This design comes from an exercise in tuning for small area on the open sky130 flow, not from production work. Only simulation tests tie the RTL to the original design; equivalence was not proved. In this run the design's own scripts or RTL, not TritonCTS, make the clock network. The clock input has no modelled driver; a real chip could not lean on it and would need a root buffer or a full tree. Power and IR drop assume default switching activity.

==> flow/design.v <==
module sdram_master(
input                       clk,
input                       waitrequest,
input                       readdatavalid,
input       [15:0]          readdata,
input                       reset_n,
input                       ready,
output                      chipselect,
output      [1:0]           byteenable,
output                      done,
output reg                  read_n,
output reg                  write_n,
output      [31:0]          address,
output reg  [15:0]          writedata,
output      [31:0]          toHexLed
);
localparam [3:0] RD0 = 4'd0;
localparam [3:0] RD1 = 4'd1;
localparam [3:0] RD2 = 4'd2;
localparam [3:0] RD3 = 4'd3;
localparam [3:0] RD4 = 4'd4;
localparam [3:0] RD5 = 4'd5;
localparam [3:0] RD6 = 4'd6;
localparam [3:0] RD7 = 4'd7;
localparam [3:0] RD8 = 4'd8;
localparam [3:0] RD9 = 4'd9;
localparam [3:0] RD10= 4'd10;
localparam [3:0] RDY = 4'd11;
localparam [3:0] WT  = 4'd12;
localparam [3:0] MX  = 4'd13;
localparam [3:0] MN  = 4'd14;
localparam [3:0] ID  = 4'd15;
reg [3:0]   st;
reg [3:0]   st_n;
reg [15:0]  maxnum;
reg [15:0]  minnum;
reg [31:18] addr_hi;
reg [17:1]  addr_ln;     
wire [31:1] addr = {addr_hi, ~addr_ln};
wire s_wait = (st == WT);
wire s_read = (st == RD0) | (st == RD1) | (st == RD2) | (st == RD3) | (st == RD4) | (st == RD5) | (st == RD6) | (st == RD7) | (st == RD8) | (st == RD9) | (st == RD10);
wire s_take = (st == RD0) | (st == RD1) | (st == RD2) | (st == RD3) | (st == RD4) | (st == RD5) | (st == RD6) | (st == RD7) | (st == RD8) | (st == RD9);      
wire s_max  = (st == MX);
wire s_wr   = (st == MX) | (st == MN);
assign done = (st == MX) | (st == MN) | (st == ID);
assign chipselect = 1'b1;
assign byteenable = 2'b11;
assign toHexLed   = {maxnum, minnum};
wire tdone = addr[17] & addr[16] & addr[11] & addr[10] & addr[8] & addr[6] & addr[1];
assign address = {addr_hi, ~(addr_ln | {17{s_wait}}), 1'b0};
always @(*) begin
    case (st)
    RD0: st_n = readdatavalid ? RD1 : RD0;
    RD1: st_n = readdatavalid ? RD2 : RD1;
    RD2: st_n = readdatavalid ? RD3 : RD2;
    RD3: st_n = readdatavalid ? RD4 : RD3;
    RD4: st_n = readdatavalid ? RD5 : RD4;
    RD5: st_n = readdatavalid ? RD6 : RD5;
    RD6: st_n = readdatavalid ? RD7 : RD6;
    RD7: st_n = readdatavalid ? RD8 : RD7;
    RD8: st_n = readdatavalid ? RD9 : RD8;
    RD9: st_n = readdatavalid ? RD10 : RD9;
    RD10: st_n = MX;
    RDY:  st_n = ready ? RD0 : WT;
    WT:   st_n = tdone ? RDY : WT;
    MX:   st_n = waitrequest ? MX : MN;
    MN:   st_n = waitrequest ? MN : ID;
    default: st_n = ID;
    endcase
end
always @(posedge clk) begin
    if (!reset_n) begin
        st      <= RDY;
        read_n  <= 1'b1;
        write_n <= 1'b1;
    end else begin
        st      <= st_n;
        read_n  <= ~s_read;
        write_n <= ~s_wr;
    end
end
genvar i;
wire [16:0] gmax, lmin;
assign gmax[0] = 1'b0;
assign lmin[0] = 1'b0;
generate for (i = 0; i < 16; i = i + 1) begin : g_cmp
    assign gmax[i+1] = (readdata[i] & ~maxnum[i]) | (readdata[i] & gmax[i]) | (~maxnum[i] & gmax[i]);
    assign lmin[i+1] = (minnum[i] & ~readdata[i]) | (minnum[i] & lmin[i]) | (~readdata[i] & lmin[i]);
end endgenerate
wire take    = s_take & readdatavalid;
wire upd_max = take & gmax[16];            
wire upd_min = take & lmin[16];            
wire mx_new  = upd_max & reset_n;
wire mx_old  = ~upd_max & reset_n;
wire mn_new  = ~upd_min | ~reset_n;        
wire mn_old  = upd_min | ~reset_n;
wire wd_max  = s_max & reset_n;
wire wd_min  = ~s_max & reset_n;
always @(posedge clk) begin
    maxnum    <= ({16{mx_new}} & readdata) | ({16{mx_old}} & maxnum);
    minnum    <= ({16{mn_new}} | readdata) & ({16{mn_old}} | minnum);
    writedata <= ({16{wd_max}} & maxnum) | ({16{wd_min}} & minnum);
end
wire [32:1] ac;
assign ac[1] = (s_read & ~waitrequest) | s_wait;
generate for (i = 1; i < 32; i = i + 1) begin : g_addr
    assign ac[i+1] = ac[i] & addr[i];
end endgenerate
reg [31:1] addr_n;
always @(*) begin
    if (!reset_n || (s_wait && tdone))
        addr_n = 31'd0;
    else if (done)
        addr_n = {27'd0, 3'b101, ~s_max};
    else
        addr_n = addr ^ ac[31:1];
end
always @(posedge clk) begin
    addr_hi <= addr_n[31:18];
    addr_ln <= ~addr_n[17:1];
end
endmodule
==> flow/flow/run.sh <==
#!/bin/bash
# Standard ORFS layout with: area-oriented ABC scripts in synthesis, the smallest result
# kept, and no separate half/full-adder extraction before them (flow/synth.tcl,
# flow/abc_s*.script), the smallest buffer cell for the port buffers, the buffers that
# Yosys/ABC left removed at floorplan, and a balanced two-level clock tree of small
# buffers built after CTS in place of its tree (flow/post_cts_manual.tcl, which upsizes
# only the leaf buffers that need it with flow/post_cts_size.tcl).
set -euo pipefail
here=$(pwd)
export MY_ABC_SCRIPTS="$(ls $here/flow/abc_s*.script | tr '\n' ' ')"
export FLOW_SYNTH=$here/synth_recipe.tcl
bash standard.sh \
  SYNTH_SCRIPT=$here/flow/synth.tcl \
  REMOVE_ABC_BUFFERS=1 ADDER_MAP_FILE= SKIP_REPAIR_TIE_FANOUT=1 \
  BUFFER_PORTS_ARGS="-buffer_cell sky130_fd_sc_hd__buf_1" \
  CTS_ARGS="-sink_clustering_enable -repair_clock_nets -dont_use_dummy_load -buf_list {sky130_fd_sc_hd__clkbuf_4}" \
  POST_CTS_TCL=$here/flow/post_cts_manual.tcl \
  finish > flow.log 2>&1
==> flow/flow/abc_s18.script <==
strash
&get -n
&deepsyn -T 60 -S 18
&put
strash
dch -f
amap
topo
==> flow/flow/abc_s18m.script <==
strash
&get -n
&deepsyn -T 60 -S 18
&put
strash
dch -f
amap
topo
mfs3 -ae
topo
==> flow/flow/abc_s1m.script <==
strash
&get -n
&deepsyn -T 60 -S 1
&put
strash
dch -f
amap
topo
mfs3 -ae
topo
==> flow/flow/post_cts_manual.tcl <==
# POST_CTS hook: replace the clock tree that clock_tree_synthesis built by a balanced
# two-level tree: the clock port drives one root buffer, the root drives CLK_NLEAF leaf
# buffers, and each leaf drives one group of flip-flops. The groups come from recursive
# bisection of the flip-flop locations (median cuts across the longer side), so they are
# compact and differ in size by at most one. Each leaf sits at its group's centre; a leaf
# whose output slew (placement estimate) is above CLK_SLEW_UP ns is swapped for a larger
# clock buffer. Then cells with slack to spare are downsized (repair_timing -recover_power).

proc mt_center {inst} {
  set b [$inst getBBox]
  return [list [expr {([$b xMin] + [$b xMax]) / 2.0}] [expr {([$b yMin] + [$b yMax]) / 2.0}]]
}

# items: list of {x y payload}; returns a list of k groups
proc mt_bisect {items k} {
  if {$k <= 1} { return [list $items] }
  set xs [lmap it $items {lindex $it 0}]
  set ys [lmap it $items {lindex $it 1}]
  set dx [expr {[tcl::mathfunc::max {*}$xs] - [tcl::mathfunc::min {*}$xs]}]
  set dy [expr {[tcl::mathfunc::max {*}$ys] - [tcl::mathfunc::min {*}$ys]}]
  set axis [expr {$dx >= $dy ? 0 : 1}]
  set sorted [lsort -real -index $axis $items]
  set k1 [expr {$k / 2}]
  set n1 [expr {int(round([llength $items] * double($k1) / $k))}]
  return [concat [mt_bisect [lrange $sorted 0 [expr {$n1 - 1}]] $k1] \
                 [mt_bisect [lrange $sorted $n1 end] [expr {$k - $k1}]]]
}

proc mt_rebuild_clock_tree {clkname nleaf rootcell leafcell} {
  set block [ord::get_db_block]
  set clknet [$block findNet $clkname]
  set bufs {}
  set nets {}
  set sinks {}
  set todo [list $clknet]
  while {[llength $todo] > 0} {
    set net [lindex $todo 0]
    set todo [lrange $todo 1 end]
    foreach it [$net getITerms] {
      if {[$it isOutputSignal]} { continue }
      set inst [$it getInst]
      set master [$inst getMaster]
      if {[$master isSequential]} {
        lappend sinks $it
      } elseif {[string match "sky130_fd_sc_hd__clkbuf_*" [$master getName]]} {
        lappend bufs $inst
        set onet [[$inst findITerm X] getNet]
        if {$onet ne "NULL" && $onet ne ""} { lappend nets $onet; lappend todo $onet }
      } else {
        error "unexpected cell [$inst getName] ([$master getName]) on the clock network"
      }
    }
  }
  puts "mt: clock network had [llength $bufs] buffers and [llength $sinks] sinks"
  foreach it $sinks { $it disconnect }
  foreach inst $bufs { odb::dbInst_destroy $inst }
  foreach net $nets { odb::dbNet_destroy $net }

  set items {}
  foreach it $sinks {
    set c [mt_center [$it getInst]]
    lappend items [list [lindex $c 0] [lindex $c 1] $it]
  }
  set groups [mt_bisect $items $nleaf]

  # root buffer at the centre of the leaf buffers
  set rmaster [[ord::get_db] findMaster $rootcell]
  set lmaster [[ord::get_db] findMaster $leafcell]
  set root [odb::dbInst_create $block $rmaster "clkbuf_root"]
  set rnet [odb::dbNet_create $block "clknet_root"]
  $rnet setSigType CLOCK
  [$root findITerm A] connect $clknet
  [$root findITerm X] connect $rnet
  set sx 0.0
  set sy 0.0
  set k 0
  foreach g $groups {
    set gx 0.0
    set gy 0.0
    foreach it $g { set gx [expr {$gx + [lindex $it 0]}]; set gy [expr {$gy + [lindex $it 1]}] }
    set gx [expr {$gx / [llength $g]}]
    set gy [expr {$gy / [llength $g]}]
    set inst [odb::dbInst_create $block $lmaster "clkbuf_leaf_$k"]
    set net [odb::dbNet_create $block "clknet_leaf_$k"]
    $net setSigType CLOCK
    [$inst findITerm A] connect $rnet
    [$inst findITerm X] connect $net
    $inst setLocation [expr {int($gx)}] [expr {int($gy)}]
    $inst setPlacementStatus PLACED
    foreach it $g { [lindex $it 2] connect $net }
    puts "mt: clkbuf_leaf_$k drives [llength $g] flip-flops"
    set sx [expr {$sx + $gx}]
    set sy [expr {$sy + $gy}]
    incr k
  }
  $root setLocation [expr {int($sx / $k)}] [expr {int($sy / $k)}]
  $root setPlacementStatus PLACED
}

set mt_nleaf 9
if {[info exists ::env(CLK_NLEAF)]} { set mt_nleaf $::env(CLK_NLEAF) }
mt_rebuild_clock_tree [get_name [get_ports clk]] $mt_nleaf sky130_fd_sc_hd__clkbuf_4 sky130_fd_sc_hd__clkbuf_4
detailed_placement
source [file join [file dirname [info script]] post_cts_size.tcl]
# downsize cells on paths with slack to spare (the clock period leaves plenty)
repair_timing -recover_power 100 -verbose
detailed_placement
check_placement -verbose
estimate_parasitics -placement
report_clock_skew
report_design_area
==> flow/flow/post_cts_size.tcl <==
# POST_CTS hook: clock_tree_synthesis runs with small clock buffers only; here any clock
# buffer whose output slew (placement estimate) is above CLK_SLEW_UP ns is swapped for the
# next larger clock buffer, until none is or all are at the largest size allowed.
set cs_sizes {sky130_fd_sc_hd__clkbuf_2 sky130_fd_sc_hd__clkbuf_4 sky130_fd_sc_hd__clkbuf_8 sky130_fd_sc_hd__clkbuf_16}
set cs_limit 0.110
if {[info exists ::env(CLK_SLEW_UP)]} { set cs_limit $::env(CLK_SLEW_UP) }
for {set pass 0} {$pass < 4} {incr pass} {
  estimate_parasitics -placement
  set changed 0
  foreach inst [get_cells *] {
    set ref [get_property $inst ref_name]
    set i [lsearch $cs_sizes $ref]
    if {$i < 0 || $i == [llength $cs_sizes] - 1} { continue }
    # only buffers that drive flip-flops: the limit is on flip-flop clock pins
    set leaf 0
    foreach p [get_pins -of_objects [get_nets -of_objects [get_pins [get_name $inst]/X]]] {
      if {[get_property $p direction] eq "input" && [string match "*/CLK" [get_full_name $p]]} { set leaf 1 }
    }
    if {!$leaf} { continue }
    set s [get_property [get_pins [get_name $inst]/X] slew_max]
    if {$s > $cs_limit} {
      puts "cs: [get_name $inst] $ref slew $s -> [lindex $cs_sizes [expr {$i + 1}]]"
      replace_cell $inst [lindex $cs_sizes [expr {$i + 1}]]
      incr changed
    }
  }
  if {$changed == 0} { break }
  detailed_placement
}
estimate_parasitics -placement
set cs_worst 0
foreach p [get_pins -hierarchical */CLK] {
  set s [get_property $p slew_max]
  if {$s > $cs_worst} { set cs_worst $s }
}
puts "cs: worst flip-flop clock slew (placement estimate) $cs_worst"
==> flow/flow/synth.tcl <==
# The standard flow's synthesis script, with ABC's mapping step replaced: ABC runs once per script
# listed in MY_ABC_SCRIPTS (area-oriented scripts: &deepsyn with a chosen random seed,
# then dch and amap, some followed by mfs3 area recovery), and the mapping with the
# smallest cell area is kept. Only the combinational logic is remapped; the registers
# are untouched.
proc abc {args} {
  set i [lsearch $args -script]
  set j [lsearch $args -D]
  if {$j >= 0} { set args [lreplace $args $j [expr {$j + 1}]] }
  set libargs {}
  foreach lib $::env(LIB_FILES) { lappend libargs -liberty $lib }
  yosys design -save my_pre_abc
  set best ""
  set best_area 1e30
  foreach script $::env(MY_ABC_SCRIPTS) {
    yosys design -load my_pre_abc
    lset args [expr {$i + 1}] $script
    yosys abc {*}$args
    yosys opt_clean
    yosys tee -q -o $::env(OBJECTS_DIR)/my_abc_stat.txt stat {*}$libargs
    set f [open $::env(OBJECTS_DIR)/my_abc_stat.txt r]
    set area 1e30
    foreach line [split [read $f] "\n"] {
      if {[regexp {Chip area for module .*: ([0-9.]+)} $line -> a]} { set area $a }
    }
    close $f
    puts "my_abc: $script area $area"
    if {$area < $best_area} {
      set best_area $area
      set best $script
      yosys design -save my_best_abc
    }
  }
  puts "my_abc: kept $best area $best_area"
  yosys design -load my_best_abc
}
source $::env(FLOW_SYNTH)
==> flow/standard.sh <==
#!/bin/bash
# synth_recipe.tcl (not shown) runs the flow's synth.tcl, then flattens the netlist and writes it again
# the make line also repeats each setting of config.mk as NAME=value (left out here)
make -C /OpenROAD-flow-scripts/flow DESIGN_CONFIG=/design/flow/config.mk WORK_HOME=/design/flow/orfs CLKGATE_MAP_FILE= SYNTH_SCRIPT=/design/flow/synth_recipe.tcl "${@:-finish}"
==> flow/config.mk <==
export PLATFORM = sky130hd
export DESIGN_NAME = sdram_master
export DESIGN_NICKNAME = sdram_master
export VERILOG_FILES = /design/flow/design.v
export SDC_FILE = /design/flow/constraint.sdc
export NUM_CORES = 4
export LEC_CHECK = 0
export CAP_MARGIN = 0
export CORE_MARGIN = 2
export CORE_UTILIZATION = 70
export GPL_TIMING_DRIVEN = 0
export SLEW_MARGIN = 0
==> flow/constraint.sdc <==
create_clock -name core_clock -period 10.0 [get_ports {clk}]
set_input_delay 2.0000 -clock core_clock [delete_from_list [all_inputs] [get_ports {clk}]]
set_output_delay 2.0000 -clock core_clock [all_outputs]
set_load 0.01 [all_outputs]
==> summary.txt <==
logic make-up (layout without fill, tap and decap cells):
kind of cell,Yosys count,in the layout,synth area share [%]
and+or+nand+nor,122,122,16.8
AOI/OAI and AO/OA,117,117,24.1
DFF,85,85,51.7
buffers and inverters,59,167,7.18
other,2,2,0.228
synthesized netlist by cell type, types with 7 or more instances:
cell	instances
nand3_1	8
nor2_1	53
and3_1	13
o21ai_0	24
a21oi_1	15
nand2_1	21
o21a_1	7
o22ai_1	29
o22a_1	15
clkinv_1	55
nor3_1	14
dfxtp_1	85
worst min path at each step:
stage | start | to | slack [ps] | cells after the start
2_1_floorplan | addr_ln[17] | addr_ln[17] | 450 | 2
3_3_place_gp | addr_hi[31] | addr_hi[31] | 450 | 1
3_5_place_dp | addr_hi[31] | addr_hi[31] | 470 | 1
5_1_grt | maxnum[0] | maxnum[0] | 510 | 2
6_report | maxnum[0] | maxnum[0] | 480 | 2
final cells by class:
cell class / count / area [um^2] / area share [%]
Buffer: 10 / 75.1 / 1.98
Tap cell: 52 / 65.1 / 1.72
Timing Repair Buffer: 102 / 383 / 10.1
Sequential cell: 85 / 1700 / 44.9
Multi-Input combinational cell: 241 / 1360 / 35.9
Inverter: 55 / 206 / 5.45
power breakdown:
part / total, W / internal (W) / switching (W)
clock network: 0.000146 / 0.0000463 / 0.000100
logic: 0.000268 / 0.0000974 / 0.000171
registers: 0.000452 / 0.000402 / 0.0000497
total: 0.000866 / 0.000546 / 0.000320
cell usage in the layout, fill, tap and decap left out, types with 3 or more instances in the layout:
master,instances
buf_1,101
nand3_1,8
clkbuf_4,10
o22ai_1,29
dfxtp_1,85
nor2_1,53
o21a_1,7
nor3_1,13
o211ai_1,6
o221ai_1,6
o22a_1,15
a21oi_1,15
clkinv_1,55
nand2_1,21
nand2b_1,3
o21ai_0,24
and3_1,13
o221a_1,3
sequential cells by signal, summed over array words and instances, names as in the netlist:
name,cells
write_n,1
maxnum,16
addr_ln,17
st,4
read_n,1
minnum,16
addr_hi,14
writedata,16
routing by layer:
layer,global-route usage (%),vias up
li1,-,1584
met1,36.5,1429
met2,51.2,155
met3,4.42,19
met4,9.05,0
met5,0,-
per-stage QoR:
step	utilization, %	total power [W]
finish	85.3	0.000866
global route	85.3	0.000917
detailed placement	83.6	0.000723
global placement	83.5	0.000709
floorplan	-	0.000627
worst max-delay path, delay by kind of cell:
kind	cells	cell delay (ps)
AND/OR/NAND/NOR	24	4180
AO/OA/AOI/OAI	2	440
buffers and inverters	2	190
==> key figures <==
Clock tree
  – Clock Latency Late Sink: 430 ps
  – Sink Count: 85
  – Clock-pin slew on the worst setup and hold paths: 100 ps

Synth
  – Avg Inst Size Synth: 8.55 um^2
  – Yosys warning total: 1
  – Synth Flop Type: dfxtp_1
  – Post-synth top area share: 51.7%
  – Sequential fraction of the synthesis area: 51.7%
  – Post-synth EDFFs: 0
  – Synthesized instance count: 385
  – Mapped Area: 0.00329 mm^2
  – Register bit count reported by yosys: 85
  – Asr flop ratio synth: 0%
  – Cell taking the most area after synthesis: dfxtp_1
  – Synth top area cells: dfxtp_1, clkinv_1, nor2_1, o22ai_1, o22a_1
  – Distinct cells, synth: 33

Floorplanning
  – Core footprint: 0.00444 mm^2
  – IO Pins: 107
  – Row count: 24
  – Die height: 72.6 um
  – Die ar.: 0.00527 mm^2
  – Die X: 72.6 um
  – Initial Utilization: 74.1%

Routing
  – WL met2: 3.83 mm
  – DRT met1 WL: 3.15 mm
  – Iter 0 DRT Violations: 184
  – DRC: 0
  – Mean number of vias per cell: 5.85
  – DR WL/cell: 14.2 um
  – DRT Wirelength: 7.72 mm
  – Met3 WL: 574 um
  – Post-DRT Antenna Nets: 0
  – Top sig layer: met4
  – First drt pass iteration count: 5
  – DR vias: 3187

Finish
  – Synthesis-to-layout area growth: 15.1%
  – Share of cells above drive strength 1: 2.23%
  – Final Cell Area: 0.00379 mm^2
  – Final cell count without fillers: 545
  – # fillers: 292
  – Number of diodes: 0
  – Final net count: 516

Setup path
  – Startpoint types: input pin
  – Worst Path Required: 10350 ps
  – R2R cell count: 29
  – Kind of critical path: in -> reg
  – CP max stage delay: 270 ps
  – Setup crit end: addr_hi[31]
  – Crit. End Element: flop
  – Slowest-stage cell, CP: or2_0
  – CP max FO: 4
  – R2r setup slk: 4600 ps
  – Worst path most repeated cell: nor2_1
  – Beginning of the critical path: waitrequest
  – Worst Path Arrival: 6830 ps
  – Worst r2r src: st[1]
  – Worst r2r dst: addr_hi[31]

Place
  – DP Cell Count: 535
  – Post-DP HPWL: 5.61 mm
  – Routability congestion estimate: 0.930
  – Input/output buffers: 102
  – Dpl ws: 3150 ps
  – Placed cell area: 0.00372 mm^2

STA
  – Crit path time final: 6490 ps
  – RSZ-0062 raised after global routing: no
  – Hold violation total from the final report: 0
  – Setup Skew: 7.99 ps
  – Final Setup Violations: 0
  – Max-slew violation count: 0
  – Setup TNS: 0 ps
  – Worst-Margin Slew: 1250 ps
  – Relative slew slack: 16.8%
  – Hold Slack: 484 ps
  – Max frequency: 154 MHz
  – Final worst path period share: 64.9%
  – Worst setup margin: 3510 ps

Global routing
  – First-pass GRT wire length: 12.3 mm
  – Initial antenna violation count: 0
  – Total global routing overflow: 0
  – All-layer global routing usage: 29.0%
  – Vias in the first global route: 2783
  – Pin count of the biggest net entering global routing: 24

Power and ir drop
  – Pwr/cell area: 228 mW/mm^2
  – Leak: 1.37 nW
  – Maximum vdd drop: 0.146 mV

Worst hold path
  – Worst min-delay path class: reg -> reg

Job
  – Max_cap viols: 0

Run status
  – Status: timing/DRC/antenna clean

==> afterwards: timing with drivers on the ports <==
No port has a modelled driver above. Below, the same layout with a new extraction and two added sets of constraints.
Step 1 (the two cells are an assumption about what drives the block):
set clk [get_ports {clk}]
set_driving_cell -lib_cell sky130_fd_sc_hd__clkbuf_16 $clk
set_driving_cell -lib_cell sky130_fd_sc_hd__buf_2 [delete_from_list [all_inputs] $clk]
Step 2, shift: input delay + t, output delay - t, t = (earliest + latest rising clock arrival at the registers) / 2. This alone moves slack from input paths to output paths.
a / b / c = ideal ports / drivers / drivers and shift; a / b = the first two.
t, ns: 0.457
slack for setup (ns): 3.514 / 3.519 / 3.062
worst setup path at the end: input to register
worst data-port slew with drivers (ns): 0.05
After both steps this run still meets setup and hold. The setup slack of this run moves by +0.005 ns with the drivers and by -0.452 ns with both steps.
